What follows belongs to an exercise in optimizing a design on an open flow for small area and a short achievable clock period; a production flow would make more cautious choices.
At most, simulation tests tie the RTL to the original design; equivalence was not proved.
Power and IR drop assume default switching activity.

==> module ALU_add, before the edit <==
module ALU_add (
    input  [63:0] X,
    input  [63:0] Y,
    input         cin,
    output [63:0] Out,
    output        Z
);
    wire [63:0] p = X ^ Y;
    wire [63:0] g0 = X & Y;
    wire [63:0] g = {g0[63:1], g0[0] | (p[0] & cin)};
    localparam LV = 6;
    wire [63:0] gg [0:LV];
    wire [63:0] pp [0:LV];
    assign gg[0] = g;
    assign pp[0] = p;
    genvar l, j;
    generate
        for (l = 0; l < LV; l = l + 1) begin : lvl
            for (j = 0; j < 64; j = j + 1) begin : node
                if ((j >> l) & 1) begin : comb
                    localparam integer SRC = ((j >> l) << l) - 1;
                    assign gg[l+1][j] = gg[l][j] | (pp[l][j] & gg[l][SRC]);
                    assign pp[l+1][j] = pp[l][j] & pp[l][SRC];
                end else begin : pass
                    assign gg[l+1][j] = gg[l][j];
                    assign pp[l+1][j] = pp[l][j];
                end
            end
        end
    endgenerate
    assign Out = p ^ {gg[LV][62:0], cin};
    wire [63:0] t = X | Y;
    assign Z = &(p ~^ {t[62:0], cin});
endmodule
==> flow/config.mk <==
export PLATFORM = sky130hd
export DESIGN_NAME = ALU_top
export DESIGN_NICKNAME = ALU_top
export VERILOG_FILES = /design/flow/design.v
export SDC_FILE = /design/flow/constraint.sdc
export NUM_CORES = 4
export LEC_CHECK = 0
export CAP_MARGIN = 20
export CORE_MARGIN = 2
export CORE_UTILIZATION = 40
export SETUP_SLACK_MARGIN = 3.7
export SLEW_MARGIN = 20
export SYNTH_HIERARCHICAL = 1
export SYNTH_MINIMUM_KEEP_SIZE = 0
==> flow/constraint.sdc <==
create_clock -name core_clock -period 6.5 [get_ports {clk}]
set_input_delay 1.3000 -clock core_clock [delete_from_list [all_inputs] [get_ports {clk}]]
set_output_delay 1.3000 -clock core_clock [all_outputs]
set_load 0.01 [all_outputs]
standard.sh (not shown) runs the stock make flow with config.mk's settings and CLKGATE_MAP_FILE= SYNTH_SCRIPT=/design/flow/synth_recipe.tcl, a recipe that flattens the netlist after the stock synthesis.
==> flow/flow/run.sh <==
#!/bin/bash
# The standard layout (standard.sh), with three changes to synthesis and
# placement. Registers and their names are the standard synthesis's.
#  - abc maps the logic with flow/abc.script, an area-first script; the
#    resizer then sizes the critical paths;
#  - full/half adder cells are not extracted (abc maps that logic too);
#  - the port buffers start as buf_1 cells (the resizer sizes them up where
#    timing needs it).
# Each tool's output goes to flow.log; ORFS keeps its own logs under orfs/.
set -euo pipefail
W=$PWD
export ADDER_MAP_FILE=
export BUFFER_PORTS_ARGS="-buffer_cell sky130_fd_sc_hd__buf_1"
{
  head -n 1 synth_recipe.tcl
  cat <<EOT
proc abc {args} {
  set i [lsearch -exact \$args -script]
  if {\$i >= 0} { lset args [expr {\$i + 1}] $W/flow/abc.script }
  yosys abc {*}\$args
}
EOT
  tail -n +2 synth_recipe.tcl
} > my_synth.tcl
sed "s#SYNTH_SCRIPT=[^ ]*#SYNTH_SCRIPT=$W/my_synth.tcl#" standard.sh > my_standard.sh
grep -q "SYNTH_SCRIPT=$W/my_synth.tcl" my_standard.sh
bash my_standard.sh > flow.log 2>&1
==> flow/flow/abc.script <==
strash
dch
map
topo
buffer
upsize
dnsize
The baseline finished with timing, DRC and antenna clean.
Rerun with:
--- a/flow/design.v
+++ b/flow/design.v
@@ -56,6 +56,5 @@
     endgenerate
     assign Out = p ^ {gg[LV][62:0], cin};
-    wire [63:0] t = X | Y;
-    assign Z = &(p ~^ {t[62:0], cin});
+    assign Z = ~|Out;
 endmodule
 module ALU_top(
Effect:
- The new run completed with no timing, DRC or antenna violations
- cell area grows by a few percent
- setup slack degrades by 0.30 ns
- global-route usage shrinks by 1.8 points
- cell count hardly moves
- area after synthesis came out lower slightly
- routed wire length falls by a few percent
- die area falls slightly
- power stays flat
- critical path depth rises by 2
- via count rises slightly
- worst hold slack improves by 0.0094 ns
For the second run of this note, only the layout was checked, not whether the RTL still works.

---

ALU_top, a different RTL version from the one above (not shown whole).
Size in the first run: about 1,100 cells after synthesis, about 190 flip-flops, roughly 200 I/O pins.
==> module ALU_add, before the edit <==
module ALU_add (
    input  [63:0] X,
    input  [63:0] Y,
    input         cin,
    output [63:0] Out,
    output        Z
);
    wire [63:0] p = X ^ Y;
    wire [63:0] g0 = X & Y;
    wire [63:0] g = {g0[63:1], g0[0] | (p[0] & cin)};
    localparam LV = 6;
    wire [63:0] ug [0:LV];
    wire [63:0] up [0:LV];
    assign ug[0] = g;
    assign up[0] = p;
    genvar l, j;
    generate
        for (l = 0; l < LV; l = l + 1) begin : ul
            for (j = 0; j < 64; j = j + 1) begin : un
                if ((j % (1 << (l + 1))) == (1 << (l + 1)) - 1) begin : comb
                    assign ug[l+1][j] = ug[l][j] | (up[l][j] & ug[l][j - (1 << l)]);
                    assign up[l+1][j] = up[l][j] & up[l][j - (1 << l)];
                end else begin : pass
                    assign ug[l+1][j] = ug[l][j];
                    assign up[l+1][j] = up[l][j];
                end
            end
        end
    endgenerate
    wire [63:0] dg [0:LV];
    assign dg[LV] = ug[LV];
    generate
        for (l = LV - 1; l >= 0; l = l - 1) begin : dl
            for (j = 0; j < 64; j = j + 1) begin : dn
                if (j >= (1 << (l + 1)) && (j % (1 << (l + 1))) == (1 << l) - 1) begin : comb
                    assign dg[l][j] = dg[l+1][j] | (up[l][j] & dg[l+1][j - (1 << l)]);
                end else begin : pass
                    assign dg[l][j] = dg[l+1][j];
                end
            end
        end
    endgenerate
    assign Out = p ^ {dg[0][62:0], cin};
    wire [63:0] t = X | Y;
    assign Z = &(p ~^ {t[62:0], cin});
endmodule
==> module ALU_top, before the edit <==
module ALU_top(
    input             clk,
    input      [63:0] A,
    input      [63:0] B,
    input      [3:0]  OPERATION,
    output reg [63:0] Out,
    output reg        Z
);
    wire [63:0] x_d, y_d;
    wire        cin_d;
    reg  [63:0] x_q, y_q;
    reg         cin_q;
    wire [63:0] alu_out;
    wire        alu_z;
    ALU_operands ops(.A(A), .B(B), .OPERATION(OPERATION), .X(x_d), .Y(y_d), .cin(cin_d));
    ALU_add      add(.X(x_q), .Y(y_q), .cin(cin_q), .Out(alu_out), .Z(alu_z));
    always @(posedge clk) begin
        x_q   <= x_d;
        y_q   <= y_d;
        cin_q <= cin_d;
        Out   <= alu_out;
        Z     <= alu_z;
    end
endmodule
clock: 6.5 ns
lec_check: 0
cap_margin: 20
core_margin: 2
core_utilization: 40
setup_slack_margin: 3.7
slew_margin: 20
synth_hierarchical: 1
synth_minimum_keep_size: 0
==> flow/flow/run.sh <==
#!/bin/bash
# The standard layout (standard.sh), with these changes to synthesis and
# placement. Registers and their names are the standard synthesis's.
#  - synthesis keeps the modules apart (SYNTH_HIERARCHICAL in config.mk) and
#    abc maps each module with its own script, flow/abc_<module>.script
#    (flow/abc.script for any other module), each with its own delay target;
#    the design is flattened afterwards as in the standard synthesis;
#  - full/half adder cells are not extracted (abc maps that logic too);
#  - the port buffers start as buf_1 cells (the resizer sizes them up where
#    timing needs it).
# make's output goes to flow.log; ORFS keeps each step's log under orfs/logs.
set -euo pipefail
W=$PWD
export ADDER_MAP_FILE=
export BUFFER_PORTS_ARGS="-buffer_cell sky130_fd_sc_hd__buf_1"
{
  head -n 1 synth_recipe.tcl
  cat <<EOT
proc abc {args} {
  set i [lsearch -exact \$args -script]
  set mods [split [string trim [tee -q -s result.string select -list-mod =*]] "\n"]
  set done {}
  foreach f [glob -nocomplain $W/flow/abc_*.script] {
    set m [string range [file rootname [file tail \$f]] 4 end]
    if {[lsearch -exact \$mods \$m] < 0} { continue }
    set a \$args
    lset a [expr {\$i + 1}] \$f
    yosys abc {*}\$a =\$m
    lappend done \$m
  }
  set rest [list]
  foreach m \$mods { if {[lsearch -exact \$done \$m] < 0} { lappend rest =\$m } }
  if {[llength \$rest]} {
    set a \$args
    lset a [expr {\$i + 1}] $W/flow/abc.script
    yosys abc {*}\$a {*}\$rest
  }
}
EOT
  tail -n +2 synth_recipe.tcl
} > my_synth.tcl
sed "s#SYNTH_SCRIPT=[^ ]*#SYNTH_SCRIPT=$W/my_synth.tcl#" standard.sh > my_standard.sh
grep -q "SYNTH_SCRIPT=$W/my_synth.tcl" my_standard.sh
bash my_standard.sh > flow.log 2>&1
==> flow/flow/abc_ALU_add.script <==
strash
dch
map -D 2000
topo
buffer
upsize -D 2000
dnsize -D 2000
==> flow/flow/abc_ALU_decode.script <==
strash
dch
map -D 300
topo
buffer
upsize -D 300
dnsize -D 300
==> flow/flow/abc_ALU_operands.script <==
strash
dch
map -D 1200
topo
buffer
upsize -D 1200
dnsize -D 1200
==> flow/flow/abc_ALU_slice.script <==
&get -n
&st
&dch
&nf -a
&put
Scripts as last shown in full above: flow/flow/abc.script
==> next run, changes <==
--- a/flow/design.v
+++ b/flow/design.v
@@ -66,47 +66,32 @@
     input  [63:0] X,
     input  [63:0] Y,
     input         cin,
-    output [63:0] Out,
-    output        Z
+    output [63:0] Out
 );
     wire [63:0] p = X ^ Y;
     wire [63:0] g0 = X & Y;
     wire [63:0] g = {g0[63:1], g0[0] | (p[0] & cin)};
     localparam LV = 6;
-    wire [63:0] ug [0:LV];
-    wire [63:0] up [0:LV];
-    assign ug[0] = g;
-    assign up[0] = p;
+    wire [63:0] gg [0:LV];
+    wire [63:0] pp [0:LV];
+    assign gg[0] = g;
+    assign pp[0] = p;
     genvar l, j;
     generate
-        for (l = 0; l < LV; l = l + 1) begin : ul
-            for (j = 0; j < 64; j = j + 1) begin : un
-                if ((j % (1 << (l + 1))) == (1 << (l + 1)) - 1) begin : comb
-                    assign ug[l+1][j] = ug[l][j] | (up[l][j] & ug[l][j - (1 << l)]);
-                    assign up[l+1][j] = up[l][j] & up[l][j - (1 << l)];
+        for (l = 0; l < LV; l = l + 1) begin : lvl
+            for (j = 0; j < 64; j = j + 1) begin : node
+                if ((j >> l) & 1) begin : comb
+                    localparam integer SRC = ((j >> l) << l) - 1;
+                    assign gg[l+1][j] = gg[l][j] | (pp[l][j] & gg[l][SRC]);
+                    assign pp[l+1][j] = pp[l][j] & pp[l][SRC];
                 end else begin : pass
-                    assign ug[l+1][j] = ug[l][j];
-                    assign up[l+1][j] = up[l][j];
+                    assign gg[l+1][j] = gg[l][j];
+                    assign pp[l+1][j] = pp[l][j];
                 end
             end
         end
     endgenerate
-    wire [63:0] dg [0:LV];
-    assign dg[LV] = ug[LV];
-    generate
-        for (l = LV - 1; l >= 0; l = l - 1) begin : dl
-            for (j = 0; j < 64; j = j + 1) begin : dn
-                if (j >= (1 << (l + 1)) && (j % (1 << (l + 1))) == (1 << l) - 1) begin : comb
-                    assign dg[l][j] = dg[l+1][j] | (up[l][j] & dg[l+1][j - (1 << l)]);
-                end else begin : pass
-                    assign dg[l][j] = dg[l+1][j];
-                end
-            end
-        end
-    endgenerate
-    assign Out = p ^ {dg[0][62:0], cin};
-    wire [63:0] t = X | Y;
-    assign Z = &(p ~^ {t[62:0], cin});
+    assign Out = p ^ {gg[LV][62:0], cin};
 endmodule
 module ALU_top(
     input             clk,
@@ -114,21 +99,20 @@
     input      [63:0] B,
     input      [3:0]  OPERATION,
     output reg [63:0] Out,
-    output reg        Z
+    output            Z
 );
     wire [63:0] x_d, y_d;
     wire        cin_d;
     reg  [63:0] x_q, y_q;
     reg         cin_q;
     wire [63:0] alu_out;
-    wire        alu_z;
     ALU_operands ops(.A(A), .B(B), .OPERATION(OPERATION), .X(x_d), .Y(y_d), .cin(cin_d));
-    ALU_add      add(.X(x_q), .Y(y_q), .cin(cin_q), .Out(alu_out), .Z(alu_z));
+    ALU_add      add(.X(x_q), .Y(y_q), .cin(cin_q), .Out(alu_out));
     always @(posedge clk) begin
         x_q   <= x_d;
         y_q   <= y_d;
         cin_q <= cin_d;
         Out   <= alu_out;
-        Z     <= alu_z;
     end
+    assign Z = ~|Out;
 endmodule
Total power decreases by a few percent; via count climbs slightly; final area came out lower slightly; register-to-register slack improved by 0.10 ns; combinational power came out lower by roughly a tenth; cell count climbs by a few percent; worst setup slack got worse by 0.12 ns; synthesized area shrinks slightly; routed wire length falls by roughly a tenth; clock-buffer cell count went down by 7.
No functional check of the RTL was part of any run of this note.

-- re-timing with driven ports --
No port has a modelled driver above. Below, the same layouts with a new extraction and two added sets of constraints. Step 1: set_driving_cell puts a clkbuf_16 on clk and a buf_2 on each other input, an assumption about the parent block. Step 2 times the ports against the registers' clock, not the clock port: input delays grow and output delays shrink by t, the midpoint of the rising clock arrivals with the driver on. a / b / c = ideal ports / drivers / drivers and shift; a / b = the first two.
| run | t (ns) | setup WS [ns] | worst slew at a driven data input, ns | pins driven straight from the clock port |
|---|---|---|---|---|
| the first run of note 1 | 0.490 | 3.758 / 3.787 / 3.297 | 0.10 | 1 |
| the second run of note 1 | 0.486 | 3.460 / 3.460 / 3.317 | 0.09 | 1 |
| the first run of note 2 | 0.475 | 3.676 / 3.676 / 3.401 | 0.07 | 1 |
| the second run of note 2 | 0.474 | 3.556 / 3.509 / 3.429 | 0.08 | 1 |
After both steps every run listed still meets setup and hold. For the first run of note 1, which loses most, drivers alone change the setup slack by +0.029 ns; drivers and shift together by -0.461 ns.
